This design comes from an exercise in tuning for small area and a short achievable clock period on the open sky130 flow, not from production work.
Only simulation tests tie the RTL to the original design; equivalence was not proved.
Power is estimated from default activity; no workload was simulated.

==> flow/run.sh <==
#!/bin/bash
set -euo pipefail
export SETUP_SLACK_MARGIN=5.3
export BUFFER_PORTS_ARGS="-buffer_cell sky130_fd_sc_hd__buf_1"
bash standard.sh > standard.log 2>&1
==> standard.sh <==
#!/bin/bash
# synth_recipe.tcl (not shown) runs the flow's synth.tcl, then flattens the netlist and writes it again
# the make line also repeats each setting of config.mk as NAME=value (left out here)
make -C /OpenROAD-flow-scripts/flow DESIGN_CONFIG=/design/flow/config.mk WORK_HOME=/design/flow/orfs CLKGATE_MAP_FILE= SYNTH_SCRIPT=/design/flow/synth_recipe.tcl "${@:-finish}"
==> config.mk <==
export PLATFORM = sky130hd
export DESIGN_NAME = Project
export DESIGN_NICKNAME = Project
export VERILOG_FILES = /design/flow/design.v
export SDC_FILE = /design/flow/constraint.sdc
export NUM_CORES = 4
export LEC_CHECK = 0
export CAP_MARGIN = 20
export CORE_MARGIN = 2
export CORE_UTILIZATION = 60
export CTS_BUF_LIST = sky130_fd_sc_hd__clkbuf_8
export CTS_CLUSTER_SIZE = 20
export SLEW_MARGIN = 20
==> constraint.sdc <==
create_clock -name core_clock -period 8.0 [get_ports {clock}]
set_input_delay 1.6000 -clock core_clock [delete_from_list [all_inputs] [get_ports {clock}]]
set_output_delay 1.6000 -clock core_clock [all_outputs]
set_load 0.01 [all_outputs]
==> design.v <==
module KSADD16(input [15:0] x, input [15:0] y, input cin, output [15:0] s);
  wire [15:0] p = x ^ y;
  wire [15:0] g0 = (x & y) | {15'd0, p[0] & cin};
  wire [15:0] g1, p1, g2, p2, g3, p3, g4;
  genvar i;
  generate
    for (i = 0; i < 16; i = i + 1) begin : lvl
      if (i >= 1) begin
        assign g1[i] = g0[i] | (p[i] & g0[i-1]);
        assign p1[i] = p[i] & p[i-1];
      end else begin
        assign g1[i] = g0[i];
        assign p1[i] = p[i];
      end
      if (i >= 2) begin
        assign g2[i] = g1[i] | (p1[i] & g1[i-2]);
        assign p2[i] = p1[i] & p1[i-2];
      end else begin
        assign g2[i] = g1[i];
        assign p2[i] = p1[i];
      end
      if (i >= 4) begin
        assign g3[i] = g2[i] | (p2[i] & g2[i-4]);
        assign p3[i] = p2[i] & p2[i-4];
      end else begin
        assign g3[i] = g2[i];
        assign p3[i] = p2[i];
      end
      if (i >= 8)
        assign g4[i] = g3[i] | (p3[i] & g3[i-8]);
      else
        assign g4[i] = g3[i];
    end
  endgenerate
  assign s = p ^ {g4[14:0], cin};
endmodule
module MULROWS(input [15:0] a, input [15:0] b, input [7:0] one, input [7:0] two, output [15:0] r0, output [15:0] r1, output [15:0] r2);
  wire neg0 = b[1];
  wire pp0_0 = (one[0] & a[0]) ^ neg0;
  wire pp0_1 = ((one[0] & a[1]) | (two[0] & a[0])) ^ neg0;
  wire pp0_2 = ((one[0] & a[2]) | (two[0] & a[1])) ^ neg0;
  wire pp0_3 = ((one[0] & a[3]) | (two[0] & a[2])) ^ neg0;
  wire pp0_4 = ((one[0] & a[4]) | (two[0] & a[3])) ^ neg0;
  wire pp0_5 = ((one[0] & a[5]) | (two[0] & a[4])) ^ neg0;
  wire pp0_6 = ((one[0] & a[6]) | (two[0] & a[5])) ^ neg0;
  wire pp0_7 = ((one[0] & a[7]) | (two[0] & a[6])) ^ neg0;
  wire pp0_8 = ((one[0] & a[8]) | (two[0] & a[7])) ^ neg0;
  wire pp0_9 = ((one[0] & a[9]) | (two[0] & a[8])) ^ neg0;
  wire pp0_10 = ((one[0] & a[10]) | (two[0] & a[9])) ^ neg0;
  wire pp0_11 = ((one[0] & a[11]) | (two[0] & a[10])) ^ neg0;
  wire pp0_12 = ((one[0] & a[12]) | (two[0] & a[11])) ^ neg0;
  wire pp0_13 = ((one[0] & a[13]) | (two[0] & a[12])) ^ neg0;
  wire pp0_14 = ((one[0] & a[14]) | (two[0] & a[13])) ^ neg0;
  wire pp0_15 = ((one[0] & a[15]) | (two[0] & a[14])) ^ neg0;
  wire neg1 = b[3];
  wire pp1_0 = (one[1] & a[0]) ^ neg1;
  wire pp1_1 = ((one[1] & a[1]) | (two[1] & a[0])) ^ neg1;
  wire pp1_2 = ((one[1] & a[2]) | (two[1] & a[1])) ^ neg1;
  wire pp1_3 = ((one[1] & a[3]) | (two[1] & a[2])) ^ neg1;
  wire pp1_4 = ((one[1] & a[4]) | (two[1] & a[3])) ^ neg1;
  wire pp1_5 = ((one[1] & a[5]) | (two[1] & a[4])) ^ neg1;
  wire pp1_6 = ((one[1] & a[6]) | (two[1] & a[5])) ^ neg1;
  wire pp1_7 = ((one[1] & a[7]) | (two[1] & a[6])) ^ neg1;
  wire pp1_8 = ((one[1] & a[8]) | (two[1] & a[7])) ^ neg1;
  wire pp1_9 = ((one[1] & a[9]) | (two[1] & a[8])) ^ neg1;
  wire pp1_10 = ((one[1] & a[10]) | (two[1] & a[9])) ^ neg1;
  wire pp1_11 = ((one[1] & a[11]) | (two[1] & a[10])) ^ neg1;
  wire pp1_12 = ((one[1] & a[12]) | (two[1] & a[11])) ^ neg1;
  wire pp1_13 = ((one[1] & a[13]) | (two[1] & a[12])) ^ neg1;
  wire neg2 = b[5];
  wire pp2_0 = (one[2] & a[0]) ^ neg2;
  wire pp2_1 = ((one[2] & a[1]) | (two[2] & a[0])) ^ neg2;
  wire pp2_2 = ((one[2] & a[2]) | (two[2] & a[1])) ^ neg2;
  wire pp2_3 = ((one[2] & a[3]) | (two[2] & a[2])) ^ neg2;
  wire pp2_4 = ((one[2] & a[4]) | (two[2] & a[3])) ^ neg2;
  wire pp2_5 = ((one[2] & a[5]) | (two[2] & a[4])) ^ neg2;
  wire pp2_6 = ((one[2] & a[6]) | (two[2] & a[5])) ^ neg2;
  wire pp2_7 = ((one[2] & a[7]) | (two[2] & a[6])) ^ neg2;
  wire pp2_8 = ((one[2] & a[8]) | (two[2] & a[7])) ^ neg2;
  wire pp2_9 = ((one[2] & a[9]) | (two[2] & a[8])) ^ neg2;
  wire pp2_10 = ((one[2] & a[10]) | (two[2] & a[9])) ^ neg2;
  wire pp2_11 = ((one[2] & a[11]) | (two[2] & a[10])) ^ neg2;
  wire neg3 = b[7];
  wire pp3_0 = (one[3] & a[0]) ^ neg3;
  wire pp3_1 = ((one[3] & a[1]) | (two[3] & a[0])) ^ neg3;
  wire pp3_2 = ((one[3] & a[2]) | (two[3] & a[1])) ^ neg3;
  wire pp3_3 = ((one[3] & a[3]) | (two[3] & a[2])) ^ neg3;
  wire pp3_4 = ((one[3] & a[4]) | (two[3] & a[3])) ^ neg3;
  wire pp3_5 = ((one[3] & a[5]) | (two[3] & a[4])) ^ neg3;
  wire pp3_6 = ((one[3] & a[6]) | (two[3] & a[5])) ^ neg3;
  wire pp3_7 = ((one[3] & a[7]) | (two[3] & a[6])) ^ neg3;
  wire pp3_8 = ((one[3] & a[8]) | (two[3] & a[7])) ^ neg3;
  wire pp3_9 = ((one[3] & a[9]) | (two[3] & a[8])) ^ neg3;
  wire neg4 = b[9];
  wire pp4_0 = (one[4] & a[0]) ^ neg4;
  wire pp4_1 = ((one[4] & a[1]) | (two[4] & a[0])) ^ neg4;
  wire pp4_2 = ((one[4] & a[2]) | (two[4] & a[1])) ^ neg4;
  wire pp4_3 = ((one[4] & a[3]) | (two[4] & a[2])) ^ neg4;
  wire pp4_4 = ((one[4] & a[4]) | (two[4] & a[3])) ^ neg4;
  wire pp4_5 = ((one[4] & a[5]) | (two[4] & a[4])) ^ neg4;
  wire pp4_6 = ((one[4] & a[6]) | (two[4] & a[5])) ^ neg4;
  wire pp4_7 = ((one[4] & a[7]) | (two[4] & a[6])) ^ neg4;
  wire neg5 = b[11];
  wire pp5_0 = (one[5] & a[0]) ^ neg5;
  wire pp5_1 = ((one[5] & a[1]) | (two[5] & a[0])) ^ neg5;
  wire pp5_2 = ((one[5] & a[2]) | (two[5] & a[1])) ^ neg5;
  wire pp5_3 = ((one[5] & a[3]) | (two[5] & a[2])) ^ neg5;
  wire pp5_4 = ((one[5] & a[4]) | (two[5] & a[3])) ^ neg5;
  wire pp5_5 = ((one[5] & a[5]) | (two[5] & a[4])) ^ neg5;
  wire neg6 = b[13];
  wire pp6_0 = (one[6] & a[0]) ^ neg6;
  wire pp6_1 = ((one[6] & a[1]) | (two[6] & a[0])) ^ neg6;
  wire pp6_2 = ((one[6] & a[2]) | (two[6] & a[1])) ^ neg6;
  wire pp6_3 = ((one[6] & a[3]) | (two[6] & a[2])) ^ neg6;
  wire neg7 = b[15];
  wire pp7_0 = (one[7] & a[0]) ^ neg7;
  wire pp7_1 = ((one[7] & a[1]) | (two[7] & a[0])) ^ neg7;
  wire hs1 = neg2 ^ pp0_4;
  wire hc1 = neg2 & pp0_4;
  wire hs2 = pp0_5 ^ pp1_3;
  wire hc2 = pp0_5 & pp1_3;
  wire fs3 = neg3 ^ pp0_6 ^ pp1_4;
  wire fc3 = (neg3 & pp0_6) | (neg3 & pp1_4) | (pp0_6 & pp1_4);
  wire hs4 = pp2_2 ^ pp3_0;
  wire hc4 = pp2_2 & pp3_0;
  wire fs5 = pp0_7 ^ pp1_5 ^ pp2_3;
  wire fc5 = (pp0_7 & pp1_5) | (pp0_7 & pp2_3) | (pp1_5 & pp2_3);
  wire hs6 = pp3_1 ^ hc4;
  wire hc6 = pp3_1 & hc4;
  wire fs7 = neg4 ^ pp0_8 ^ pp1_6;
  wire fc7 = (neg4 & pp0_8) | (neg4 & pp1_6) | (pp0_8 & pp1_6);
  wire fs8 = pp2_4 ^ pp3_2 ^ pp4_0;
  wire fc8 = (pp2_4 & pp3_2) | (pp2_4 & pp4_0) | (pp3_2 & pp4_0);
  wire hs9 = fc5 ^ fs7;
  wire hc9 = fc5 & fs7;
  wire fs10 = pp0_9 ^ pp1_7 ^ pp2_5;
  wire fc10 = (pp0_9 & pp1_7) | (pp0_9 & pp2_5) | (pp1_7 & pp2_5);
  wire fs11 = pp3_3 ^ pp4_1 ^ fc7;
  wire fc11 = (pp3_3 & pp4_1) | (pp3_3 & fc7) | (pp4_1 & fc7);
  wire hs12 = fc8 ^ fs10;
  wire hc12 = fc8 & fs10;
  wire fs13 = neg5 ^ pp0_10 ^ pp1_8;
  wire fc13 = (neg5 & pp0_10) | (neg5 & pp1_8) | (pp0_10 & pp1_8);
  wire fs14 = pp2_6 ^ pp3_4 ^ pp4_2;
  wire fc14 = (pp2_6 & pp3_4) | (pp2_6 & pp4_2) | (pp3_4 & pp4_2);
  wire fs15 = pp5_0 ^ fc10 ^ fs13;
  wire fc15 = (pp5_0 & fc10) | (pp5_0 & fs13) | (fc10 & fs13);
  wire hs16 = fs14 ^ hc12;
  wire hc16 = fs14 & hc12;
  wire fs17 = pp0_11 ^ pp1_9 ^ pp2_7;
  wire fc17 = (pp0_11 & pp1_9) | (pp0_11 & pp2_7) | (pp1_9 & pp2_7);
  wire fs18 = pp3_5 ^ pp4_3 ^ pp5_1;
  wire fc18 = (pp3_5 & pp4_3) | (pp3_5 & pp5_1) | (pp4_3 & pp5_1);
  wire fs19 = fc13 ^ fc14 ^ fs17;
  wire fc19 = (fc13 & fc14) | (fc13 & fs17) | (fc14 & fs17);
  wire hs20 = fs18 ^ fc15;
  wire hc20 = fs18 & fc15;
  wire fs21 = neg6 ^ pp0_12 ^ pp1_10;
  wire fc21 = (neg6 & pp0_12) | (neg6 & pp1_10) | (pp0_12 & pp1_10);
  wire fs22 = pp2_8 ^ pp3_6 ^ pp4_4;
  wire fc22 = (pp2_8 & pp3_6) | (pp2_8 & pp4_4) | (pp3_6 & pp4_4);
  wire fs23 = pp5_2 ^ pp6_0 ^ fc17;
  wire fc23 = (pp5_2 & pp6_0) | (pp5_2 & fc17) | (pp6_0 & fc17);
  wire fs24 = fc18 ^ fs21 ^ fs22;
  wire fc24 = (fc18 & fs21) | (fc18 & fs22) | (fs21 & fs22);
  wire hs25 = fc19 ^ fs23;
  wire hc25 = fc19 & fs23;
  wire fs26 = pp0_13 ^ pp1_11 ^ pp2_9;
  wire fc26 = (pp0_13 & pp1_11) | (pp0_13 & pp2_9) | (pp1_11 & pp2_9);
  wire fs27 = pp3_7 ^ pp4_5 ^ pp5_3;
  wire fc27 = (pp3_7 & pp4_5) | (pp3_7 & pp5_3) | (pp4_5 & pp5_3);
  wire fs28 = pp6_1 ^ fc21 ^ fc22;
  wire fc28 = (pp6_1 & fc21) | (pp6_1 & fc22) | (fc21 & fc22);
  wire fs29 = fs26 ^ fs27 ^ fc23;
  wire fc29 = (fs26 & fs27) | (fs26 & fc23) | (fs27 & fc23);
  wire hs30 = fc24 ^ fs28;
  wire hc30 = fc24 & fs28;
  wire fs31 = neg7 ^ pp0_14 ^ pp1_12;
  wire fc31 = (neg7 & pp0_14) | (neg7 & pp1_12) | (pp0_14 & pp1_12);
  wire fs32 = pp2_10 ^ pp3_8 ^ pp4_6;
  wire fc32 = (pp2_10 & pp3_8) | (pp2_10 & pp4_6) | (pp3_8 & pp4_6);
  wire fs33 = pp5_4 ^ pp6_2 ^ pp7_0;
  wire fc33 = (pp5_4 & pp6_2) | (pp5_4 & pp7_0) | (pp6_2 & pp7_0);
  wire fs34 = fc26 ^ fc27 ^ fs31;
  wire fc34 = (fc26 & fc27) | (fc26 & fs31) | (fc27 & fs31);
  wire fs35 = fs32 ^ fs33 ^ fc28;
  wire fc35 = (fs32 & fs33) | (fs32 & fc28) | (fs33 & fc28);
  wire hs36 = fs34 ^ hc30;
  wire hc36 = fs34 & hc30;
  wire fs37 = pp0_15 ^ pp1_13 ^ pp2_11;
  wire fs38 = pp3_9 ^ pp4_7 ^ pp5_5;
  wire fs39 = pp6_3 ^ pp7_1 ^ fc31;
  wire fs40 = fc32 ^ fc33 ^ fs37;
  wire fs41 = fs38 ^ fc34 ^ fs39;
  wire hs42 = fs40 ^ fc35;
  assign r0 = {fs41, fc29, hc25, fs24, fs19, fc11, hc9, fs8, fc3, hc2, pp2_1, pp1_2, pp0_3, pp0_2, pp0_1, pp0_0};
  assign r1 = {hc36, fs35, fs29, hc20, hc16, fs15, fs11, hc6, fs5, fs3, hc1, pp2_0, pp1_1, pp1_0, 1'b0, neg0};
  assign r2 = {hs42, hs36, hs30, hs25, hs20, hs16, hs12, hs9, hs6, hs4, hs2, hs1, 1'b0, neg1, 1'b0, 1'b0};
endmodule
module Project(
      input clock,
      input reset,
      output [7:0]  imem_addr,
      input  [15:0] imem_data,
      output [15:0] dmem_addr,
      output [15:0] dmem_wdata,
      output        dmem_we,
      input  [15:0] dmem_rdata,
      output        wb_en,
      output [2:0]  wb_dest,
      output [15:0] wb_data
  );
  wire stall_n;
  wire zero;
  reg  [7:0]  pc;
  reg  [15:0] ir;         
  reg         id_jmp;     
  reg         id_st;      
  reg         id_br;      
  wire [3:0]  if_op = imem_data[15:12];
  wire [7:0]  br8 = {{2{ir[5]}}, ir[5:0]};
  wire [7:0]  pc_inc = pc + 8'd1;
  wire [7:0]  pc_next = id_jmp ? br8 : id_br ? pc_inc + br8 : pc_inc;
  always @(posedge clock) begin
    if (reset) begin
      pc <= 8'd0;
      ir[15:3] <= 13'd0;
      id_jmp <= 1'b0;
      id_st <= 1'b0;
      id_br <= 1'b0;
    end else if (stall_n) begin
      pc <= pc_next;
      ir[15:3] <= imem_data[15:3];
      id_jmp <= if_op == 4'd14;
      id_st <= if_op == 4'd12;
      id_br <= (if_op == 4'd13) & zero;
    end
  end
  always @(posedge clock)
    if (stall_n) ir[2:0] <= imem_data[2:0];
  wire [3:0] op = ir[15:12];
  wire [2:0] rd = ir[11:9];
  wire [2:0] rs = ir[8:6];
  wire [2:0] src2 = id_st ? rd : ir[5:3];
  reg        ex_wb, mem_wb, wb_wb;
  reg [2:0]  ex_rd, mem_rd, wb_rd;
  function hit(input [2:0] r, input e1, input [2:0] d1, input e2, input [2:0] d2, input e3, input [2:0] d3);
    hit = (r != 3'd0) & ((e1 & (r == d1)) | (e2 & (r == d2)) | (e3 & (r == d3)));
  endfunction
  assign stall_n = ~(hit(rs, ex_wb, ex_rd, mem_wb, mem_rd, wb_wb, wb_rd) |
                     hit(src2, ex_wb, ex_rd, mem_wb, mem_rd, wb_wb, wb_rd) |
                     hit(rd, ex_wb, ex_rd, mem_wb, mem_rd, wb_wb, wb_rd));
  reg [127:16] regs;    
  reg [7:1]  valid;
  reg [15:0] wb_val;
  wire [7:1] wen;
  genvar k;
  generate
    for (k = 1; k < 8; k = k + 1) begin : rf
      assign wen[k] = wb_wb & (wb_rd == k);
      always @(posedge clock) begin
        if (reset)
          valid[k] <= 1'b0;
        else if (wen[k])
          valid[k] <= 1'b1;
        if (wen[k])
          regs[16*k +: 16] <= wb_val;
      end
    end
  endgenerate
  function [15:0] rdreg(input [2:0] r);
    integer k;
    begin
      rdreg = 16'd0;
      for (k = 1; k < 8; k = k + 1)
        rdreg = rdreg | ({16{r == k && valid[k]}} & regs[16*k +: 16]);
    end
  endfunction
  wire [15:0] rdata1 = rdreg(rs);
  wire [15:0] rdata2 = rdreg(src2);
  wire d_wb   = (op != 4'd0) & (op <= 4'd11);
  wire d_imm  = (op == 4'd10) | (op == 4'd11) | (op == 4'd12);
  wire d_ld   = op == 4'd11;
  wire d_st   = op == 4'd12;
  wire d_sub  = op == 4'd2;
  wire d_mul  = op == 4'd9;
  wire [3:0] d_cmd = (op <= 4'd9) ? op : (op <= 4'd12) ? 4'd1 : 4'd0;
  wire [15:0] d_bb = d_imm ? {10'd0, ir[5:0]} : d_sub ? ~rdata2 : rdata2;
  wire [7:0] b_one, b_two;
  genvar j;
  generate
    for (j = 0; j < 8; j = j + 1) begin : booth
      wire hi = rdata2[2*j+1];
      wire md = rdata2[2*j];
      wire lo = (j == 0) ? 1'b0 : rdata2[(j == 0 ? 0 : 2*j-1)];
      assign b_one[j] = md ^ lo;
      assign b_two[j] = (hi & ~md & ~lo) | (~hi & md & lo);
    end
  endgenerate
  wire [15:0] d_x = d_mul ? {b_two, b_one} : rdata2;
  reg  [15:0] ex_a, ex_bb, ex_x;
  reg         ex_cin, ex_ld, ex_st;
  reg  [3:0]  ex_cmd;
  always @(posedge clock) begin
    ex_a <= rdata1;
    ex_bb <= d_bb;
    ex_x <= d_x;
    ex_cin <= d_sub;
    ex_ld <= d_ld;
    ex_rd <= rd;
    if (reset || !stall_n) begin
      ex_cmd <= 4'd0;
      ex_wb <= 1'b0;
      ex_st <= 1'b0;
    end else begin
      ex_cmd <= d_cmd;
      ex_wb <= d_wb;
      ex_st <= d_st;
    end
  end
  wire is_mul = ex_cmd == 4'd9;
  wire [15:0] a = ex_a;
  wire [15:0] bb = ex_bb;
  wire [15:0] sum;
  KSADD16 alu_add(.x(a), .y(bb), .cin(ex_cin), .s(sum));
  wire [15:0] m0, m1, m2;
  MULROWS mul_rows(.a(a), .b(bb), .one(ex_x[7:0]), .two(ex_x[15:8]), .r0(m0), .r1(m1), .r2(m2));
  reg [15:0] res_o;
  always @(*) begin
    case (ex_cmd)
      4'd3: res_o = a & bb;
      4'd4: res_o = a | bb;
      4'd5: res_o = a ^ bb;
      4'd6: res_o = {a[14:0], a[0]};
      4'd7: res_o = {a[15], a[15:1]};
      4'd8: res_o = {1'b0, a[15:1]};
      default: res_o = m0;
    endcase
  end
  wire use_sum = (ex_cmd < 4'd3) | (ex_cmd > 4'd9);
  wire [15:0] res = use_sum ? sum : res_o;
  wire [15:0] ax = a ^ bb;
  wire [15:0] ao = a | bb;
  wire z_addsub = ~|(ax ^ {ao[14:0], ex_cin});    
  wire z_a = ~|a;
  wire z_b = ~|bb;
  reg zf;
  always @(*) begin
    case (ex_cmd)
      4'd1, 4'd2: zf = z_addsub;
      4'd3: zf = ~|(a & bb);
      4'd4: zf = z_a & z_b;
      4'd5: zf = ~|ax;
      4'd6: zf = ~|a[14:0];
      4'd7: zf = z_a;
      4'd8: zf = ~|a[15:1];
      4'd9: zf = z_a | z_b;
      default: zf = 1'b1;
    endcase
  end
  assign zero = zf;
  reg  [15:0] mem_s, mem_c, mem_t;
  reg         mem_we, mem_ld, mem_mul;
  always @(posedge clock) begin
    mem_s <= res;
    mem_c <= is_mul ? m1 : ex_x;
    mem_t <= m2;
    mem_ld <= ex_ld;
    mem_mul <= is_mul;
    mem_rd <= ex_rd;
    if (reset) begin
      mem_we <= 1'b0;
      mem_wb <= 1'b0;
    end else begin
      mem_we <= ex_st;
      mem_wb <= ex_wb;
    end
  end
  assign dmem_addr = mem_s;
  assign dmem_wdata = mem_c;
  assign dmem_we = mem_we;
  wire [15:0] fa_s = mem_s ^ mem_c ^ mem_t;
  wire [15:0] fa_c = (mem_s & mem_c) | (mem_s & mem_t) | (mem_c & mem_t);
  wire [15:0] product;
  KSADD16 mul_add(.x(fa_s), .y({fa_c[14:0], 1'b0}), .cin(1'b0), .s(product));
  wire [15:0] mem_val = mem_mul ? product : mem_ld ? dmem_rdata : mem_s;
  always @(posedge clock) begin
    wb_val <= mem_val;
    wb_rd <= mem_rd;
    if (reset) wb_wb <= 1'b0;
    else wb_wb <= mem_wb;
  end
  assign imem_addr = pc;
  assign wb_en = wb_wb;
  assign wb_dest = wb_rd;
  assign wb_data = wb_val;
endmodule
==> results_dict.tcl, run 1 <==
set metrics [dict create \
    status "complete, no violations" \
    fp.dieArea_mm2 0.0294 \
    wl_per_cell_um 26.5 \
    coreArea_mm2 0.0277 \
    worst-setup-path-type "reg2reg" \
    ir_drop_uv 281 \
    ys_warn_count 1 \
    cts.path.max_buffers 3 \
    layout_commonest_cell "buf_4" \
    busiest_layer "met2" \
    cts-htree-levels 2 \
    grt_max_degree 31 \
    fin_tns_setup_ns 0 \
    rr_endpoint "mem_s[15]" \
    rows 61 \
    rsz0062_at_grt "true" \
    nets 1988 \
    arrival_ns 3.23 \
    synth_edf_count 115 \
    clkLatencyLatePin_ns 0.61 \
    min-delay-start "ex_ld" \
    fin_crit_sh_pct 34.5 \
    hold_end "mem_ld" \
    yosysSeqAreaShare_pct 39.8 \
    grt_usage_pct 39.8 \
    worst_pin_slew_ns 0.904 \
    synth_top_area_cell "edfxtp_1" \
    crit_fanout 8 \
    gr-total-overflow 0 \
    viasPerCell 6.69 \
    synth.avg_cell_area_um2 9.94 \
    dp_cells 2058 \
    async_flop_share_pct 0 \
    worstPathRequired_ns 8.47 \
    ant_nets 0 \
    firstDrtPassIters 6 \
    dp_hpwl_um 37700 \
    final_cell_mix "132 x buf_4, 125 x xnor2_1, 115 x edfxtp_1" \
    slew_headroom_pct 39.7 \
    synth_nets 1835 \
    synth_ff_type "dfxtp_1" \
    cts_hold_buf 0 \
    vias 15100 \
    p_leak_nw 7.59 \
    antenna_found_initial 1 \
    grt_pass1_wl_um 86700 \
    finalPower_mw 6.19 \
    synth_area_leaders "edfxtp_1 21%, dfxtp_1 19%, xnor2_1 6.8%" \
    grt_pass1_vias 14100 \
    cts_tree "done" \
    clk_pin_slew_ns 0.07 \
    numCtsBuffers 46 \
    gp_congestion 0.999 \
    finalWirelength_um 60000 \
    utilization_pct 74.3 \
    hold_path_depth 0 \
    nFillCells 2036 \
    ff2ff_setup_slack_ns 5.24 \
    io_pins 95 \
    grtUsageMet3_pct 8.67 \
    die-width_um 171 \
    cts-root-buf "clkbuf_8" \
    synthDominantCellAreaShare_pct 20.5 \
    met1_usage_pct 49.7 \
    cts.sinks 277 \
    hold_viol_final 0 \
    end_kind "register" \
    initial_utilization_pct 60.7 \
    setup_viol 0 \
    drc 0 \
    syn-cell-area_mm2 0.0168 \
    clock.fmax_ghz 0.363 \
    port_buffers 94 \
    finClkSkew_ns 0.0400 \
    finalCriticalPeriod_ns 2.76 \
    ys_seq_elements 277 \
    dieHeight_um 171 \
    rr_startpoint "ex_a[13]" \
    stdcell_count 2262 \
    slew_violations 0 \
    area_delta_synth_final_pct 22.4 \
    grt_util_met2_pct 63.1 \
    netlist_instances 1692 \
    drive_gt1_share_pct 27.8 \
    rr_worst_depth 9 \
    drt_iter0_drc 2154 \
    crit_path_start_kind "register" \
    power_density_mw_per_mm2 301 \
    synth.distinct_cells 84 \
    hold_class "reg2reg" \
    max_cap_violations 0 \
]
[critical path, stage by stage (launching register included)]
cell	delay (ns)
dfxtp_2	0.47
a22oi_2	0.12
xnor2_1	0.20
fa_1	0.47
fa_1	0.47
xnor2_2	0.15
xnor2_1	0.18
xnor2_1	0.14
o21a_1	0.22
a21oi_4	0.21
[where the power goes]
| part | leakage [nW] | total, mW | switching, mW | internal (mW) |
|---|---|---|---|---|
| combinational | 4.55 | 2.59 | 1.47 | 1.12 |
| clock | 0.599 | 1.47 | 0.630 | 0.845 |
| sequential | 2.44 | 2.13 | 0.356 | 1.77 |
| total | 7.59 | 6.19 | 2.45 | 3.74 |
[state kept, by name (all words and copies together) (netlist names), 3 cells and up]
signal / count
regs: 112
ex_a: 16
ex_bb: 16
ex_x: 16
ir: 16
mem_c: 16
mem_s: 16
wb_val: 16
mem_t: 13
pc: 8
valid: 7
ex_cmd: 4
ex_rd: 3
mem_rd: 3
wb_rd: 3
[synth_stat cells (22+ instances only)]
cell type	number
a21oi_1	116
a22oi_1	109
clkbuf_1	115
dfxtp_1	162
edfxtp_1	115
fa_1	41
ha_1	68
inv_1	76
mux2_2	22
mux2i_1	27
nand2_1	60
nand3_1	64
nand4_1	26
nor2_1	108
nor3_1	26
o211ai_1	58
o21ai_0	46
xnor2_1	131
xor2_1	48
[worst max path at each step]
stage          slack [ns]      start  depth (start not counted)         end
3_3_place_gp         4.17      id_st                          7   ex_cmd[3]
2_1_floorplan        5.30   ex_bb[7]                          9   mem_c[15]
5_1_grt              5.17   mem_c[2]                         11  wb_val[13]
4_1_cts              5.25  wb_val[1]                          1  wb_data[1]
3_5_place_dp         4.04      id_st                          7   ex_cmd[3]
6_report             5.24   ex_a[13]                          9   mem_s[15]
[final cells by class]
class	count	area, µm²	area share, %
multi-input cells	1197	9810	47.7
flip-flops and latches	277	6980	33.9
repair buffers	242	1910	9.27
clock buffers	53	729	3.54
well taps	378	473	2.30
clock inverters	33	358	1.74
inverters	81	322	1.56
diodes	1	2.50	0.0122
[cells by family (layout without fill, tap and decap cells)]
group | after synthesis | in the layout | share of synthesized area [%]
buf+inv | 221 | 409 | 5.30
compound gates | 464 | 465 | 20.2
xor+xnor | 179 | 179 | 9.32
other cells | 0 | 1 | 0
simple gates | 391 | 391 | 12.1
mux | 51 | 53 | 3.30
flops | 277 | 277 | 39.8
fa+ha+maj | 109 | 109 | 9.94
[repair_timing]
| item | 4_1_cts | 5_1_grt |
|---|---|---|
| setup endpoints to repair | 144 | 92 |
| gates cloned | 3 | 2 |
| resized for setup | 259 | 124 |
| buffers inserted | 55 | 57 |
| pin swaps | 19 | 50 |
| endpoints found under the hold margin | 0 | 0 |
[metrics by stage]
step | setup WS [ns] | hold slack (ns) | area, µm²
CTS | 5.25 | 0.337 | 19500
finish | 5.24 | 0.336 | 20600
floorplan | 5.30 | 0.310 | 16800
global placement | 4.17 | 0.312 | 17300
global route | 5.17 | 0.353 | 20600
detailed placement | 4.04 | 0.322 | 17300
[per-layer routing]
metal / share of wire [%] / wire length (µm)
met5: 0.028 / 17
met4: 7.5 / 4500
met3: 11 / 6550
met2: 46 / 27400
met1: 36 / 21500
==> run 2: changes to the inputs <==
--- a/config.mk
+++ b/config.mk
@@ -12,2 +12,3 @@
 export CTS_CLUSTER_SIZE = 20
 export SLEW_MARGIN = 20
+export TNS_END_PERCENT = 0
==> run 2 against run 1 <==
Combinational power shrank 9.3%. Core utilization fell by 4.3 points. Die area stayed put. Sequential share of layout area is 1.6 points higher. Total power down 5.9%. Critical path type is now reg2out. Largest power group unchanged.
==> results_dict.tcl, run 2 <==
set metrics [dict create \
    dp_hpwl_um 37400 \
    dp_cells 2058 \
    nets 1922 \
    grt_pass1_wl_um 84100 \
    hold_path_depth 0 \
    rr_startpoint "ex_bb[15]" \
    layout_commonest_cell "xnor2_1" \
    cts_tree "done" \
    multi_input_area_mm2 0.00962 \
    dr_wl_met2_um 25900 \
    area_delta_synth_final_pct 15.3 \
    ant_nets 0 \
    io_pins 95 \
    syn-cell-area_mm2 0.0168 \
    synth_ff_type "dfxtp_1" \
    synth.distinct_cells 84 \
    path_cells "buf_2" \
    cts_hold_buf 0 \
    synth_top_area_cell "edfxtp_1" \
    setup_viol 0 \
    ys_seq_elements 277 \
    drt_iter0_drc 2029 \
    synth_area_leaders "edfxtp_1 21%, dfxtp_1 19%, xnor2_1 6.8%" \
    wl_per_cell_um 26.0 \
    slew_headroom_pct 25.2 \
    min-delay-start "ex_ld" \
    rr_worst_depth 9 \
    gp_congestion 0.960 \
    synth_edf_count 115 \
    met1_length_um 21200 \
    crit_path_start_kind "register" \
    synthTopCellsByCount "162 x dfxtp_1, 131 x xnor2_1, 116 x a21oi_1" \
    pre_cts_ws_ns 4.55 \
    gr-total-overflow 0 \
    cts.path.max_buffers 3 \
    finalCriticalPeriod_ns 2.74 \
    fin_tns_setup_ns 0 \
    wl_met3_um 5840 \
    cpPeakStageDelay_ns 0.41 \
    arrival_ns 1.14 \
    fin_crit_sh_pct 34.3 \
    cp_slowest_cell "dfxtp_4" \
    crit_fanout 2 \
    grt_usage_pct 38.6 \
    worst-setup-path-type "reg2out" \
    slew_violations 0 \
    netlist_instances 1692 \
    worstPathRequired_ns 6.40 \
    synth.avg_cell_area_um2 9.94 \
    p_leak_nw 6.96 \
    setup_ws_ns 5.26 \
    viasPerCell 6.64 \
    dieHeight_um 171 \
    diodes 0 \
    grt_pass1_vias 13700 \
    rsz0062_at_grt "true" \
    status "complete, no violations" \
    nFillCells 2165 \
    ys_warn_count 1 \
    power_density_mw_per_mm2 301 \
    finalWirelength_um 57000 \
    clkLatencyLatePin_ns 0.58 \
    antenna_found_initial 2 \
    coreArea_mm2 0.0277 \
    final_cell_mix "127 x xnor2_1, 115 x edfxtp_1, 108 x nor2_1, 108 x a21oi_1, 107 x a22oi_1" \
    top_layer "met4" \
    stdcell_count 2196 \
    largest_register "regs" \
    clock.fmax_ghz 0.365 \
    clk_pin_slew_ns 0.06 \
    ir_drop_uv 291 \
    synth_nets 1835 \
    worst_pin_slew_ns 1.12 \
    die-width_um 171 \
    initial_utilization_pct 60.7 \
    largest_reg_flops 112 \
    fp.dieArea_mm2 0.0294 \
    async_flop_share_pct 0 \
    crit_family "flip-flops" \
    max_cap_violations 0 \
    drc 0 \
    ff2ff_setup_slack_ns 5.27 \
    cts-htree-levels 2 \
    hold_end "mem_ld" \
    cts-root-buf "clkbuf_8" \
    critical_path_buf_inv_count 1 \
    drive_gt1_share_pct 20.3 \
    synthDominantCellAreaShare_pct 20.5 \
    hold_class "reg2reg" \
    yosysSeqAreaShare_pct 39.8 \
    numCtsBuffers 48 \
    vias 14600 \
    port_buffers 94 \
    cts.sinks 277 \
    register_area_mm2 0.00688 \
    hold_viol_final 0 \
    rr_endpoint "id_br" \
    synth_most_common_cell "dfxtp_1" \
    finClkSkew_ns 0.0215 \
    end_kind "primary output" \
    rows 61 \
    firstDrtPassIters 9 \
    grt_max_degree 31 \
]
-- run 2: changes by cell type in the layout (fill, tap and decap cells not counted), moves of 10 or more --
| cell | before | now |
|---|---|---|
| buf_1 | 35 | 63 |
| buf_2 | 24 | 13 |
| buf_4 | 132 | 68 |
| buf_6 | 31 | 6 |
| clkbuf_2 | 5 | 17 |
| dfxtp_1 | 67 | 88 |
| dfxtp_2 | 28 | 38 |
| dfxtp_4 | 67 | 36 |
-- run 2: power breakdown --
| part | internal (mW) | leakage [nW] | switching, mW |
|---|---|---|---|
| clock | 0.729 | 0.548 | 0.610 |
| sequential | 1.76 | 2.43 | 0.375 |
| combinational | 0.981 | 3.99 | 1.37 |
-- run 2: layout make-up --
class	instances	area share [%]
Inverter	81	1.62
Clock buffer	58	4.12
Sequential cell	277	35.5
Timing Repair Buffer	174	5.65
Tap cell	378	2.44
Multi-Input combinational cell	1197	49.6
Clock inverter	31	1.08
-- run 2: cell families after synthesis --
family,Yosys count,synth area share (%)
AOI/OAI and AO/OA,464,20.2
and+or+nand+nor,391,12.1
DFF,277,39.8
buffers and inverters,221,5.30
xor gates and xnor gates,179,9.32
adders and majority gates,109,9.94
muxes,51,3.30
-- run 2: how the worst max path moves through the flow --
stage | cells after the start | startpoint | endpoint | slack [ns]
global placement | 8 | id_st | ex_cmd[3] | 4.60
floorplan | 11 | ex_a[2] | mem_s[15] | 5.29
detailed placement | 8 | id_st | ex_st | 4.55
CTS | 11 | mem_s[2] | wb_val[14] | 5.24
global route | 11 | mem_s[2] | wb_val[8] | 5.23
finish | 1 | mem_c[12] | dmem_wdata[12] | 5.26
-- run 2: through the flow --
stage	cell area (µm²)	utilization (%)	hold WS [ns]	power, mW
finish	19400	70.0	0.325	5.83
global route	19400	70.0	0.354	6.11
CTS	18800	68.0	0.329	5.66
detailed placement	17300	62.6	0.312	4.16
global placement	17300	62.6	0.311	4.14
floorplan	16800	-	0.310	3.48
-- run 2: per-layer routing --
| layer | track usage [%] | up-vias |
|---|---|---|
| li1 | - | 6410 |
| met1 | 49.1 | 6966 |
| met2 | 60.2 | 955 |
| met3 | 7.78 | 240 |
| met4 | 24.6 | 0 |
| met5 | 0 | - |
-- run 2: timing repair --
| action | in CTS | in global routing |
|---|---|---|
| resized for setup | 121 | 102 |
| endpoints found under the setup margin | 130 | 127 |
| gates cloned | 2 | 1 |
| pin swaps | 4 | 23 |
| buffers inserted | 23 | 23 |
==> run 3: changes to the inputs <==
==> flow/run.sh (replaced) <==
#!/bin/bash
set -euo pipefail
export SETUP_SLACK_MARGIN=5.2
export BUFFER_PORTS_ARGS="-buffer_cell sky130_fd_sc_hd__buf_1"
bash standard.sh > standard.log 2>&1
==> run 3 against run 2 <==
Combinational power shrank 8%. Still clean. Clock power is essentially flat. Register-to-register slack lost 0.19 ns. Count of clock-buffer cells in the layout shrank 4. Largest power group unchanged. First-iteration DRC count shrank 12%. Sequential power is essentially flat. Area after synthesis is the same. Critical path depth is the same. Critical path type unchanged. Total power shrank 3.4%. Sequential share of layout area grew 0.79 points. Highest routed layer is now met5. Non-clock buffer count shrank 38. Critical endpoint unchanged.
==> results_dict.tcl, run 3 <==
set metrics [dict create \
    synth_ff_type "dfxtp_1" \
    crit_path_start_kind "register" \
    io_pins 95 \
    synth.avg_cell_area_um2 9.94 \
    layout_commonest_cell "xnor2_1" \
    synthDominantCellAreaShare_pct 20.5 \
    status "complete, no violations" \
    ys_seq_elements 277 \
    final_cell_mix "131 x xnor2_1, 126 x dfxtp_1, 115 x edfxtp_1" \
    cts-root-buf "clkbuf_8" \
    cp-startpoint "mem_c[12]" \
    clkLatencyLatePin_ns 0.58 \
    nFillCells 2268 \
    pre_cts_ws_ns 4.38 \
    setup_viol 0 \
    grt_pass1_vias 13700 \
    drc 0 \
    firstDrtPassIters 10 \
    hold_class "reg2reg" \
    crit_family "flip-flops" \
    worstPathRequired_ns 6.40 \
    crit_fanout 2 \
    rr_startpoint "ex_x[5]" \
    synth_most_common_cell "dfxtp_1" \
    port_buffers 94 \
    cpPeakStageDelay_ns 0.59 \
    initial_utilization_pct 60.7 \
    grt_pass1_wl_um 82900 \
    fin_tns_setup_ns 0 \
    yosysSeqAreaShare_pct 39.8 \
    grt_usage_pct 38.0 \
    async_flop_share_pct 0 \
    finalInstanceArea_mm2 0.0186 \
    die-width_um 171 \
    numCtsBuffers 47 \
    end_kind "primary output" \
    gr-total-overflow 0 \
    gp_congestion 0.983 \
    worst_pin_slew_ns 1.04 \
    largest_reg_flops 112 \
    nets 1881 \
    clock.fmax_ghz 0.341 \
    synth_edf_count 115 \
    coreArea_mm2 0.0277 \
    dp_hpwl_um 37800 \
    synthTopCellsByCount "162 x dfxtp_1, 131 x xnor2_1, 116 x a21oi_1" \
    synth.distinct_cells 84 \
    path_cells "buf_1" \
    fin_crit_sh_pct 36.7 \
    ys_warn_count 1 \
    synth_top_area_cell "edfxtp_1" \
    syn-cell-area_mm2 0.0168 \
    synth_area_leaders "edfxtp_1 21%, dfxtp_1 19%, xnor2_1 6.8%" \
    cts-htree-levels 2 \
    slew_headroom_pct 30.4 \
    drt_iter0_drc 1777 \
    power_density_mw_per_mm2 303 \
    grt_max_degree 31 \
    clk_pin_slew_ns 0.06 \
    rsz0062_at_grt "true" \
    cts.sinks 277 \
    min-delay-start "ex_ld" \
    netlist_instances 1692 \
    hold_viol_final 0 \
    utilization_pct 67.1 \
    ir_drop_uv 266 \
    area_delta_synth_final_pct 10.6 \
    wl_per_cell_um 25.9 \
    critical_path_buf_inv_count 1 \
    arrival_ns 1.34 \
    finalWirelength_um 55800 \
    fp.dieArea_mm2 0.0294 \
    finClkSkew_ns 0.0330 \
    cp_slowest_cell "dfxtp_1" \
    antenna_found_initial 1 \
    slew_violations 0 \
    ant_nets 0 \
    rows 61 \
    cts_hold_buf 0 \
    dieHeight_um 171 \
    cts.path.max_buffers 3 \
    finalCriticalPeriod_ns 2.94 \
    cts_tree "done" \
    p_leak_nw 6.57 \
    viasPerCell 6.58 \
    vias 14200 \
    max_cap_violations 0 \
    place_area_mm2 0.0173 \
    synth_nets 1835 \
    worst-setup-path-type "reg2out" \
    largest_register "regs" \
    drive_gt1_share_pct 13.2 \
    setup_ws_ns 5.06 \
]
[run 3: cell types whose count changed in the layout (fill, tap and decap cells not counted), moves of 5 or more]
| cell | previous run | this run |
|---|---|---|
| buf_1 | 63 | 94 |
| ha_1 | 63 | 68 |
| dfxtp_4 | 36 | 1 |
| dfxtp_1 | 88 | 126 |
| buf_4 | 68 | 40 |
| clkbuf_2 | 17 | 0 |
| buf_2 | 13 | 0 |
| buf_6 | 6 | 1 |
| ha_4 | 5 | 0 |
[run 3: final cells by class]
type | instances | area [µm²] | area share, %
flip-flops and latches | 277 | 6740 | 36.3
repair buffers | 136 | 684 | 3.68
clock buffers | 54 | 743 | 4.00
diodes | 1 | 2.50 | 0.0135
clock inverters | 32 | 253 | 1.36
well taps | 378 | 473 | 2.54
inverters | 81 | 307 | 1.65
multi-input cells | 1195 | 9390 | 50.5
[run 3: metal layers]
layer / track usage, % / share of wire (%)
met1: 46.9 / 38
met4: 23.0 / 6.3
met2: 60.5 / 46
met3: 8.74 / 10
met5: 0 / 0.018
[run 3: per-stage QoR]
stage	instances	total power, mW	hold WS [ns]
after floorplan	1692	3.48	0.310
after global placement	2056	4.16	0.312
after detailed placement	2056	4.19	0.312
after CTS	2146	5.57	0.329
after global routing	2153	5.90	0.348
final	2154	5.63	0.329
[run 3: report_power, final]
| part | total [mW] | internal (mW) | switching [mW] |
|---|---|---|---|
| Sequential | 2.14 | 1.74 | 0.398 |
| Combinational | 2.16 | 0.866 | 1.29 |
| Clock | 1.33 | 0.750 | 0.580 |
| Total | 5.63 | 3.36 | 2.27 |
[run 3: what timing repair did]
action                     4_1_cts  5_1_grt
buffers inserted                 3        7
pin swaps                        4        4
gates cloned                     1        0
resized for setup               49       19
setup endpoints to repair      112      100
[run 3: path summary, 6_finish.rpt]
kind,slack (ns),to,cells past startpoint
setup / recovery,5.06,dmem_wdata[12],1
hold / removal,0.33,mem_ld,0
setup reg to reg,5.08,mem_s[15],9
hold reg to reg,0.33,mem_ld,0
[run 3: cell families after synthesis]
group	share of synthesized area [%]
simple gates	12.1
mux	3.30
fa+ha+maj	9.94
buf+inv	5.30
compound gates	20.2
xor+xnor	9.32
flops	39.8
==> run 4: changes to the inputs <==
--- a/design.v
+++ b/design.v
@@ -216,5 +216,5 @@
   reg  [15:0] ir;         
   reg         id_jmp;     
-  reg         id_st;      
+  reg  [2:0]  id_src2;    
   reg         id_br;      
   wire [3:0]  if_op = imem_data[15:12];
@@ -227,5 +227,5 @@
       ir[15:3] <= 13'd0;
       id_jmp <= 1'b0;
-      id_st <= 1'b0;
+      id_src2 <= 3'd0;
       id_br <= 1'b0;
     end else if (stall_n) begin
@@ -233,5 +233,5 @@
       ir[15:3] <= imem_data[15:3];
       id_jmp <= if_op == 4'd14;
-      id_st <= if_op == 4'd12;
+      id_src2 <= (if_op == 4'd12) ? imem_data[11:9] : imem_data[5:3];
       id_br <= (if_op == 4'd13) & zero;
     end
@@ -242,5 +242,5 @@
   wire [2:0] rd = ir[11:9];
   wire [2:0] rs = ir[8:6];
-  wire [2:0] src2 = id_st ? rd : ir[5:3];
+  wire [2:0] src2 = id_src2;
   reg        ex_wb, mem_wb, wb_wb;
   reg [2:0]  ex_rd, mem_rd, wb_rd;
@@ -334,26 +334,16 @@
       4'd6: res_o = {a[14:0], a[0]};
       4'd7: res_o = {a[15], a[15:1]};
-      4'd8: res_o = {1'b0, a[15:1]};
-      default: res_o = m0;
+      default: res_o = {1'b0, a[15:1]};
     endcase
   end
   wire use_sum = (ex_cmd < 4'd3) | (ex_cmd > 4'd9);
-  wire [15:0] res = use_sum ? sum : res_o;
-  wire [15:0] ax = a ^ bb;
-  wire [15:0] ao = a | bb;
-  wire z_addsub = ~|(ax ^ {ao[14:0], ex_cin});    
-  wire z_a = ~|a;
-  wire z_b = ~|bb;
+  wire [15:0] res = is_mul ? m0 : use_sum ? sum : res_o;
+  wire z_addsub = ~|((a ^ bb) ^ {(a[14:0] | bb[14:0]), ex_cin});    
   reg zf;
   always @(*) begin
     case (ex_cmd)
       4'd1, 4'd2: zf = z_addsub;
-      4'd3: zf = ~|(a & bb);
-      4'd4: zf = z_a & z_b;
-      4'd5: zf = ~|ax;
-      4'd6: zf = ~|a[14:0];
-      4'd7: zf = z_a;
-      4'd8: zf = ~|a[15:1];
-      4'd9: zf = z_a | z_b;
+      4'd3, 4'd4, 4'd5, 4'd6, 4'd7, 4'd8: zf = ~|res_o;
+      4'd9: zf = ~|a | ~|bb;
       default: zf = 1'b1;
     endcase
==> flow/run.sh (replaced) <==
#!/bin/bash
set -euo pipefail
export SETUP_SLACK_MARGIN=5.45
export BUFFER_PORTS_ARGS="-buffer_cell sky130_fd_sc_hd__buf_1"
bash standard.sh > standard.log 2>&1
==> run 4 against run 3 <==
Sequential power increased by 2%. Register-to-register slack improved by 0.21 ns. Critical path depth did not move. Global-route usage decreased by 3.2 points. Sequential share of layout area up 1.8 points. Non-clock buffer count grew 34. First-iteration DRC count is 3.3% higher. Flip-flop and latch count rose by 2. Largest cell class unchanged. Largest power group unchanged. Highest routed layer unchanged.
==> results_dict.tcl, run 4 <==
set metrics [dict create \
    cts.path.max_buffers 3 \
    finalCriticalPeriod_ns 2.72 \
    slew_violations 0 \
    busiest_layer "met2" \
    finClkSkew_ns 0.0332 \
    synth_ff_type "dfxtp_1" \
    cts.sinks 279 \
    finalPower_mw 5.76 \
    path_cells "buf_2" \
    ir_drop_uv 227 \
    drive_gt1_share_pct 18.4 \
    rows 59 \
    numCtsBuffers 48 \
    async_flop_share_pct 0 \
    fin_tns_setup_ns 0 \
    diodes 0 \
    synth_most_common_cell "dfxtp_1" \
    finalWirelength_um 49700 \
    gp_congestion 0.979 \
    yosysSeqAreaShare_pct 42.2 \
    cts-root-buf "clkbuf_8" \
    slew_headroom_pct 31.2 \
    hold_class "reg2reg" \
    wl_per_cell_um 23.9 \
    syn-cell-area_mm2 0.0160 \
    synth_nets 1751 \
    netlist_instances 1608 \
    critical_path_buf_inv_count 1 \
    drt_iter0_drc 1836 \
    ys_warn_count 1 \
    synthTopCellsByCount "164 x dfxtp_1, 148 x xnor2_1, 134 x a22oi_1" \
    synth_area_leaders "edfxtp_1 22%, dfxtp_1 21%, xnor2_1 8.1%" \
    firstDrtPassIters 26 \
    worst-setup-path-type "reg2out" \
    worst_pin_slew_ns 1.03 \
    ant_nets 0 \
    clock.fmax_ghz 0.368 \
    synth.distinct_cells 74 \
    crit_family "flip-flops" \
    fin_crit_sh_pct 33.9 \
    die-width_um 167 \
    nets 1848 \
    finalInstanceArea_mm2 0.0182 \
    grt_usage_pct 34.8 \
    dieHeight_um 167 \
    clkLatencyLatePin_ns 0.58 \
    antenna_found_initial 3 \
    synthDominantCellAreaShare_pct 21.6 \
    fp.dieArea_mm2 0.0279 \
    synth.avg_cell_area_um2 9.93 \
    p_leak_nw 6.93 \
    cts-htree-levels 2 \
    setup_viol 0 \
    arrival_ns 1.12 \
    dp_hpwl_um 33400 \
    rsz0062_at_grt "true" \
    area_delta_synth_final_pct 14.2 \
    coreArea_mm2 0.0261 \
    utilization_pct 69.8 \
    ys_seq_elements 279 \
    io_pins 95 \
    drc 0 \
    status "complete, no violations" \
    cp_slowest_cell "dfxtp_2" \
    largest_reg_flops 112 \
    viasPerCell 6.50 \
    largest_register "regs" \
    cts_hold_buf 0 \
    max_cap_violations 0 \
    grtUsageMet3_pct 6.71 \
    setup_ws_ns 5.28 \
    vias 13500 \
    pre_cts_ws_ns 4.67 \
    crit_fanout 3 \
    place_area_mm2 0.0165 \
    cpPeakStageDelay_ns 0.39 \
    worstPathRequired_ns 6.40 \
    initial_utilization_pct 61.1 \
    grt_pass1_vias 12700 \
    gr-total-overflow 0 \
    grt_util_met2_pct 55.2 \
    synth_top_area_cell "edfxtp_1" \
    clk_pin_slew_ns 0.06 \
    power_density_mw_per_mm2 316 \
    port_buffers 94 \
    crit_path_start_kind "register" \
    final_cell_mix "144 x xnor2_1, 132 x a22oi_1, 119 x nand2_1" \
    cts_tree "done" \
    met1_usage_pct 47.4 \
    grt_pass1_wl_um 75100 \
    end_kind "primary output" \
    layout_commonest_cell "xnor2_1" \
    grt_max_degree 39 \
    hold_viol_final 0 \
    synth_edf_count 115 \
]
run 4: changes by cell type in the layout (fill, tap and decap cells not counted), sizes merged, moves of 22 or more:
cell    change
a22oi      +25
a21oi      -52
nand2      +60
mux2       -22
o211ai     -49
a222oi     +26
buf        +34
run 4: area by class of cell:
type	instances	area (µm²)
Multi-Input combinational cell	1133	8610
Fill cell	2051	7890
Sequential cell	279	6940
Timing Repair Buffer	170	1040
Clock buffer	54	743
Tap cell	335	419
Inverter	73	279
Clock inverter	33	221
run 4: final timing paths:
check	from	slack [ns]	cells past startpoint	to
min	ex_ld	0.39	0	mem_ld
max	mem_s[3]	5.28	1	dmem_addr[3]
min reg2reg	ex_ld	0.39	0	mem_ld
max reg2reg	ex_x[8]	5.29	11	mem_s[15]
run 4: repair_timing:
| action | in CTS | in global routing |
|---|---|---|
| resized for setup | 176 | 37 |
| setup buffers | 22 | 24 |
| pin swaps | 4 | 20 |
| endpoints found under the setup margin | 120 | 115 |
run 4: per-layer routing:
metal	share of wire (%)	vias to the layer above
met5	0.026	-
met4	4.0	2
met3	10	156
met2	46	856
met1	40	6418
li1	-	6063
run 4: per-stage QoR:
stage / std cells / hold WS [ns]
4_1_cts: 2053 / 0.416
3_3_place_gp: 1944 / 0.407
3_5_place_dp: 1944 / 0.408
2_1_floorplan: 1608 / 0.310
6_report: 2077 / 0.389
5_1_grt: 2077 / 0.409
run 4: report_power, final:
group	switching [mW]	leakage, nW	total, mW	internal [mW]
combinational	1.29	3.92	2.29	1.00
clock	0.597	0.563	1.29	0.691
sequential	0.377	2.45	2.18	1.81
total	2.26	6.93	5.76	3.50
run 4: logic make-up after synthesis:
group	Yosys count	synth area share [%]
muxes	34	2.22
and+or+nand+nor	422	12.8
xor gates and xnor gates	179	9.82
AOI/OAI and AO/OA	389	17.4
DFF	279	42.2
buffers and inverters	196	5.17
adders and majority gates	109	10.5
==> run 5: changes to the inputs <==
--- a/design.v
+++ b/design.v
@@ -269,14 +269,14 @@
     end
   endgenerate
-  function [15:0] rdreg(input [2:0] r);
-    integer k;
-    begin
-      rdreg = 16'd0;
-      for (k = 1; k < 8; k = k + 1)
-        rdreg = rdreg | ({16{r == k && valid[k]}} & regs[16*k +: 16]);
+  reg [15:0] rdata1, rdata2;
+  integer n;
+  always @(*) begin
+    rdata1 = 16'd0;
+    rdata2 = 16'd0;
+    for (n = 1; n < 8; n = n + 1) begin
+      rdata1 = rdata1 | ({16{rs == n && valid[n]}} & regs[16*n +: 16]);
+      rdata2 = rdata2 | ({16{src2 == n && valid[n]}} & regs[16*n +: 16]);
     end
-  endfunction
-  wire [15:0] rdata1 = rdreg(rs);
-  wire [15:0] rdata2 = rdreg(src2);
+  end
   wire d_wb   = (op != 4'd0) & (op <= 4'd11);
   wire d_imm  = (op == 4'd10) | (op == 4'd11) | (op == 4'd12);
==> run 5 against run 4 <==
Worst setup slack lost 0.0076 ns. Critical path depth unchanged. Cell count is 1.5% lower. Largest cell class unchanged. Flip-flop and latch count is the same. Register-to-register slack barely moved. Still clean. Non-clock buffer count shrank 32. First-iteration DRC count shrank 5.5%. Combinational power decreased by 3%. Fmax decreased by 0.28%. Sequential share of layout area rose by 0.43 points. Via count fell by 2.7%.
==> results_dict.tcl, run 5 <==
set metrics [dict create \
    hold_class "reg2reg" \
    rows 59 \
    hold_viol_final 0 \
    rsz0062_at_grt "true" \
    met1_length_um 19300 \
    numCtsBuffers 46 \
    stdcell_count 2045 \
    synth_area_leaders "edfxtp_1 22%, dfxtp_1 21%, xnor2_1 7.7%" \
    ant_nets 0 \
    min-delay-start "ex_ld" \
    ys_warn_count 1 \
    netlist_instances 1614 \
    dieHeight_um 167 \
    finalPower_mw 5.90 \
    wl_met3_um 4600 \
    antenna_found_initial 1 \
    cts-root-buf "clkbuf_8" \
    status "complete, no violations" \
    critical_path_buf_inv_count 1 \
    syn-cell-area_mm2 0.0160 \
    grt_pass1_wl_um 74100 \
    vias 13100 \
    synth_top_family_by_area "compound AO/OA/AOI/OAI gates" \
    drt_iter0_drc 1735 \
    diodes 0 \
    fin_crit_sh_pct 34.0 \
    die-width_um 167 \
    rr_endpoint "wb_val[15]" \
    coreArea_mm2 0.0261 \
    synth_ff_type "dfxtp_1" \
    end_kind "primary output" \
    worstPathRequired_ns 6.40 \
    synthDominantCellAreaShare_pct 21.6 \
    rr_worst_depth 10 \
    synth_top_area_cell "edfxtp_1" \
    cts_tree "done" \
    io_pins 95 \
    holdWs_ns 0.422 \
    dr_wl_met2_um 23200 \
    port_buffers 94 \
    top_layer "met4" \
    nets 1818 \
    finalCriticalPeriod_ns 2.72 \
    arrival_ns 1.12 \
    finalWirelength_um 49300 \
    crit_family "flip-flops" \
    dp_cells 1939 \
    fp.dieArea_mm2 0.0279 \
    worst-setup-path-type "reg2out" \
    synth_edf_count 115 \
    worst_pin_slew_ns 1.07 \
    synth_most_common_cell "dfxtp_1" \
    slew_violations 0 \
    grt_usage_pct 34.5 \
    cts-htree-levels 2 \
    synth.area.mux_share_pct 1.76 \
    async_flop_share_pct 0 \
    slew_headroom_pct 27.8 \
    cp_slowest_cell "dfxtp_2" \
    finClkSkew_ns 0.0412 \
    synth.distinct_cells 73 \
    grt_pass1_vias 12700 \
    max_cap_violations 0 \
    synth_fa_ha_area_share_pct 10.5 \
    initial_utilization_pct 61.2 \
    synthTopCellsByCount "164 x dfxtp_1, 140 x xnor2_1, 139 x a22oi_1" \
    synth_nets 1757 \
    rr_startpoint "mem_t[9]" \
    fin_tns_setup_ns 0 \
    power_density_mw_per_mm2 329 \
    crit_cells 1 \
    clock.fmax_ghz 0.367 \
    gr-total-overflow 0 \
    grt_max_degree 40 \
    p_leak_nw 6.73 \
    cts.sinks 279 \
    gp_congestion 1.02 \
    drc 0 \
    yosysSeqAreaShare_pct 42.2 \
    firstDrtPassIters 7 \
    clkLatencyLatePin_ns 0.59 \
    ys_seq_elements 279 \
    utilization_pct 68.9 \
    largest_reg_flops 112 \
    synth-simple-area-share_pct 12.5 \
    path_cells "buf_2" \
    synth.avg_cell_area_um2 9.88 \
    clk_pin_slew_ns 0.07 \
    crit_fanout 6 \
    ir_drop_uv 258 \
    largest_register "regs" \
    setup_viol 0 \
    area_delta_synth_final_pct 12.5 \
    viasPerCell 6.42 \
    cpPeakStageDelay_ns 0.40 \
    hold_path_depth 0 \
    dp_hpwl_um 33600 \
    layout_commonest_cell "xnor2_1" \
    drive_gt1_share_pct 16.4 \
    hold_end "mem_ld" \
    final_cell_mix "140 x xnor2_1, 139 x a22oi_1, 118 x nor2_1" \
    ff2ff_setup_slack_ns 5.29 \
    wl_per_cell_um 24.1 \
    crit_path_start_kind "register" \
    synthXorXnorAreaFrac_pct 9.61 \
    synth_compound_area_share_pct 18.2 \
    cts.path.max_buffers 3 \
]
run 5: worst max path at each step:
| stage | from | to | slack, ns |
|---|---|---|---|
| floorplan | ex_a[4] | mem_t[14] | 5.40 |
| global placement | ex_cmd[0] | mem_s[2] | 4.78 |
| detailed placement | ex_cmd[0] | mem_s[2] | 4.81 |
| CTS | wb_val[13] | wb_data[13] | 5.28 |
| global route | mem_t[9] | wb_val[15] | 5.20 |
| finish | pc[2] | imem_addr[2] | 5.28 |
run 5: per-layer routing:
layer	vias up	GRT usage (%)
li1	5967	-
met5	-	0
met2	744	56.4
met3	144	5.94
met4	0	14.6
met1	6282	45.6
run 5: repair_timing:
item                       CTS  global route
hold buffers                 0             0
setup endpoints to repair  133           148
buffers inserted            19             2
gates resized for setup    158            25
cloned                       1             1
pin swaps                    8            14
run 5: cells by family (layout without fill, tap and decap cells):
group	Yosys count	after routing
fa+ha+maj	109	109
mux	28	28
flops	279	279
buf+inv	194	290
xor+xnor	175	175
compound gates	421	421
simple gates	408	408
run 5: report_power, final:
part,leakage (nW),switching [mW],internal [mW]
registers,2.44,0.442,1.84
clock network,0.561,0.592,0.795
logic,3.73,1.26,0.964
total,6.73,2.30,3.60
run 5: area by class of cell:
cell class	instances	area, µm²
inverters	68	262
clock buffers	55	757
well taps	335	419
multi-input cells	1141	8530
flip-flops and latches	279	6900
repair inverters	1	5.00
clock inverters	28	277
fillers	2044	8120
repair buffers	138	790
run 5: stage by stage:
step	worst slack, ns	area, µm²
after global placement	4.78	16400
after CTS	5.28	17800
after detailed placement	4.81	16400
after floorplan	5.40	16000
final	5.28	17900
after global routing	5.20	17900
==> run 6: changes to the inputs <==
==> flow/run.sh (replaced) <==
#!/bin/bash
set -euo pipefail
export SETUP_SLACK_MARGIN=5.6
export BUFFER_PORTS_ARGS="-buffer_cell sky130_fd_sc_hd__buf_1"
bash standard.sh > standard.log 2>&1
==> run 6 against run 5 <==
Critical path depth stayed put. Area after synthesis stayed put. Routed wire length hardly changed.
==> results_dict.tcl, run 6 <==
set metrics [dict create \
    status "complete, no violations" \
    crit_family "flip-flops" \
    final_cell_mix "140 x xnor2_1, 139 x a22oi_1, 118 x nor2_1" \
    fin_tns_setup_ns 0 \
    dieHeight_um 167 \
    critical_path_buf_inv_count 1 \
    grt_max_degree 40 \
    utilization_pct 68.3 \
    fp.dieArea_mm2 0.0279 \
    pre_cts_ws_ns 4.78 \
    viasPerCell 6.40 \
    cts-htree-levels 2 \
    slew_headroom_pct 39.4 \
    worst-setup-path-type "reg2out" \
    gp_congestion 0.991 \
    holdWs_ns 0.401 \
    clkLatencyLatePin_ns 0.59 \
    finalPower_mw 5.80 \
    syn-cell-area_mm2 0.0160 \
    antenna_found_initial 1 \
    finalWirelength_um 49300 \
    crit_fanout 6 \
    clk_pin_slew_ns 0.06 \
    setup_viol 0 \
    slew_violations 0 \
    gr-total-overflow 0 \
    synth_edf_count 115 \
    numCtsBuffers 48 \
    synth_nets 1757 \
    clock.fmax_ghz 0.364 \
    crit_path_start_kind "register" \
    worst_pin_slew_ns 0.909 \
    finalCriticalPeriod_ns 2.75 \
    rows 59 \
    hold_viol_final 0 \
    grt_usage_pct 34.8 \
    synthTopCellsByCount "164 x dfxtp_1, 140 x xnor2_1, 139 x a22oi_1" \
    ys_seq_elements 279 \
    rsz0062_at_grt "true" \
    drc 0 \
    synth.distinct_cells 73 \
    vias 13100 \
    largest_register "regs" \
    end_kind "primary output" \
    fin_crit_sh_pct 34.4 \
    finClkSkew_ns 0.0325 \
    initial_utilization_pct 61.2 \
    switchingPower_mw 2.30 \
    synthDominantCellAreaShare_pct 21.6 \
    synth_top_area_cell "edfxtp_1" \
    setup_ws_ns 5.25 \
    largest_reg_flops 112 \
    dp_hpwl_um 34000 \
    synth_most_common_cell "dfxtp_1" \
    coreArea_mm2 0.0261 \
    area_delta_synth_final_pct 11.6 \
    netSwitchingFraction_pct 39.7 \
    path_cells "buf_1" \
    yosysSeqAreaShare_pct 42.2 \
    ir_drop_uv 228 \
    max_cap_violations 0 \
    wl_per_cell_um 24.1 \
    hold_class "reg2reg" \
    firstDrtPassIters 8 \
    grt_pass1_wl_um 75100 \
    cp_slowest_cell "dfxtp_2" \
    drt_iter0_drc 1533 \
    arrival_ns 1.15 \
    worstPathRequired_ns 6.40 \
    p_comb_share_pct 37.7 \
    ys_warn_count 1 \
    cts-root-buf "clkbuf_8" \
    p_seq_share_pct 39.4 \
    cts_tree "done" \
    grt_pass1_vias 12800 \
    layout_commonest_cell "xnor2_1" \
    die-width_um 167 \
    cpPeakStageDelay_ns 0.40 \
    cts.sinks 279 \
    io_pins 95 \
    p_int_mw 3.50 \
    synth_ff_type "dfxtp_1" \
    cts.path.max_buffers 3 \
    power_density_mw_per_mm2 326 \
    synth_area_leaders "edfxtp_1 22%, dfxtp_1 21%, xnor2_1 7.7%" \
    ff2ff_setup_slack_ns 5.26 \
    synth.avg_cell_area_um2 9.88 \
    ant_nets 0 \
    port_buffers 94 \
    drive_gt1_share_pct 14.6 \
    nets 1811 \
    p_leak_nw 6.64 \
    cts_hold_buf 0 \
    netlist_instances 1614 \
    pwr-share-clk_pct 22.9 \
    async_flop_share_pct 0 \
]
run 6: changes by cell type in the layout (fill, tap and decap cells not counted), moves of 3 or more:
cell	before	now
o21ai_0	34	38
dfxtp_4	31	27
clkbuf_8	55	59
bufinv_16	5	2
inv_1	70	80
clkinv_1	3	0
dfxtp_1	95	101
buf_2	40	23
buf_4	41	33
buf_1	51	69
o21ai_1	12	6
run 6: final cells by class:
type	instances	area (µm²)
sequential	279	6880
clock inverter	28	193
clock buffer	59	812
fill	2059	8260
inverter	68	258
antenna	1	2.50
multi-input combinational	1141	8530
timing repair buffer	130	701
tap	335	419
run 6: power groups by stage:
stage          combinational [mW]  clock [mW]  sequential, mW
5_1_grt                      2.41        1.41            2.32
2_1_floorplan                1.62           0            2.06
6_report                     2.19        1.33            2.29
3_3_place_gp                 2.03           0            2.29
4_1_cts                      2.15        1.34            2.27
3_5_place_dp                 2.04           0            2.29
run 6: layer usage:
metal | part of all wire (%) | global-route usage [%]
met5 | 0 | 0
met3 | 9.6 | 6.35
met4 | 5.0 | 17.3
met1 | 39 | 46.0
met2 | 46 | 55.1
run 6: per-stage QoR:
stage | instances | cell area, µm²
CTS | 2038 | 17700
global route | 2040 | 17800
global placement | 1939 | 16400
floorplan | 1614 | 16100
detailed placement | 1939 | 16400
finish | 2041 | 17800
run 6: final timing paths:
path	to	from	cells after the start
max	imem_addr[2]	pc[2]	1
min	mem_ld	ex_ld	0
max reg2reg	wb_val[15]	mem_t[2]	10
min reg2reg	mem_ld	ex_ld	0
run 6: cells by family after synthesis:
logic type | count (synthesis) | synth area share, %
DFF | 279 | 42.2
AOI/OAI and AO/OA | 421 | 18.2
xor gates and xnor gates | 175 | 9.61
and+or+nand+nor | 408 | 12.5
muxes | 28 | 1.76
adders and majority gates | 109 | 10.5
buffers and inverters | 194 | 5.27
run 6: repair_timing:
action | CTS | global route
pin swaps | 5 | 13
gates resized for setup | 108 | 32
buffers inserted | 12 | 1
endpoints found under the setup margin | 141 | 158
gates cloned | 0 | 1

-- what the ideal ports hide --
No port has a modelled driver above. Below, the same layouts with a new extraction and two added sets of constraints. Step 1 (the two cells are an assumption about what drives the block):
set clk [get_ports {clock}]
set_driving_cell -lib_cell sky130_fd_sc_hd__clkbuf_16 $clk
set_driving_cell -lib_cell sky130_fd_sc_hd__buf_2 [delete_from_list [all_inputs] $clk]
Step 2 adds t to the input delays and takes it off the output delays; t is the mean of the earliest and latest rising clock arrival at the registers after step 1. Input paths then give back, and output paths get back, about the clock's delay inside the block. Slacks: ideal ports / drivers / drivers and shift; pairs: ideal ports / drivers.
run | shift t [ns] | slack for setup (ns) | clock arrival spread, ns | worst register clock-pin slew, ns
run 1 | 0.635 | 5.242 / 5.216 / 5.034 | 0.040 / 0.040 | 0.08 / 0.08
run 2 | 0.614 | 5.260 / 5.215 / 4.819 | 0.025 / 0.026 | 0.07 / 0.07
run 3 | 0.607 | 5.064 / 5.018 / 4.768 | 0.034 / 0.034 | 0.07 / 0.07
run 4 | 0.611 | 5.285 / 5.239 / 5.096 | 0.036 / 0.036 | 0.08 / 0.08
run 5 | 0.614 | 5.277 / 5.227 / 4.900 | 0.050 / 0.050 | 0.07 / 0.07
run 6 | 0.620 | 5.249 / 5.201 / 4.984 | 0.034 / 0.034 | 0.06 / 0.06
After both steps setup and hold are still met in every run listed. The setup slack of run 2, which loses most, moves by -0.045 ns with the drivers and by -0.441 ns with both steps.
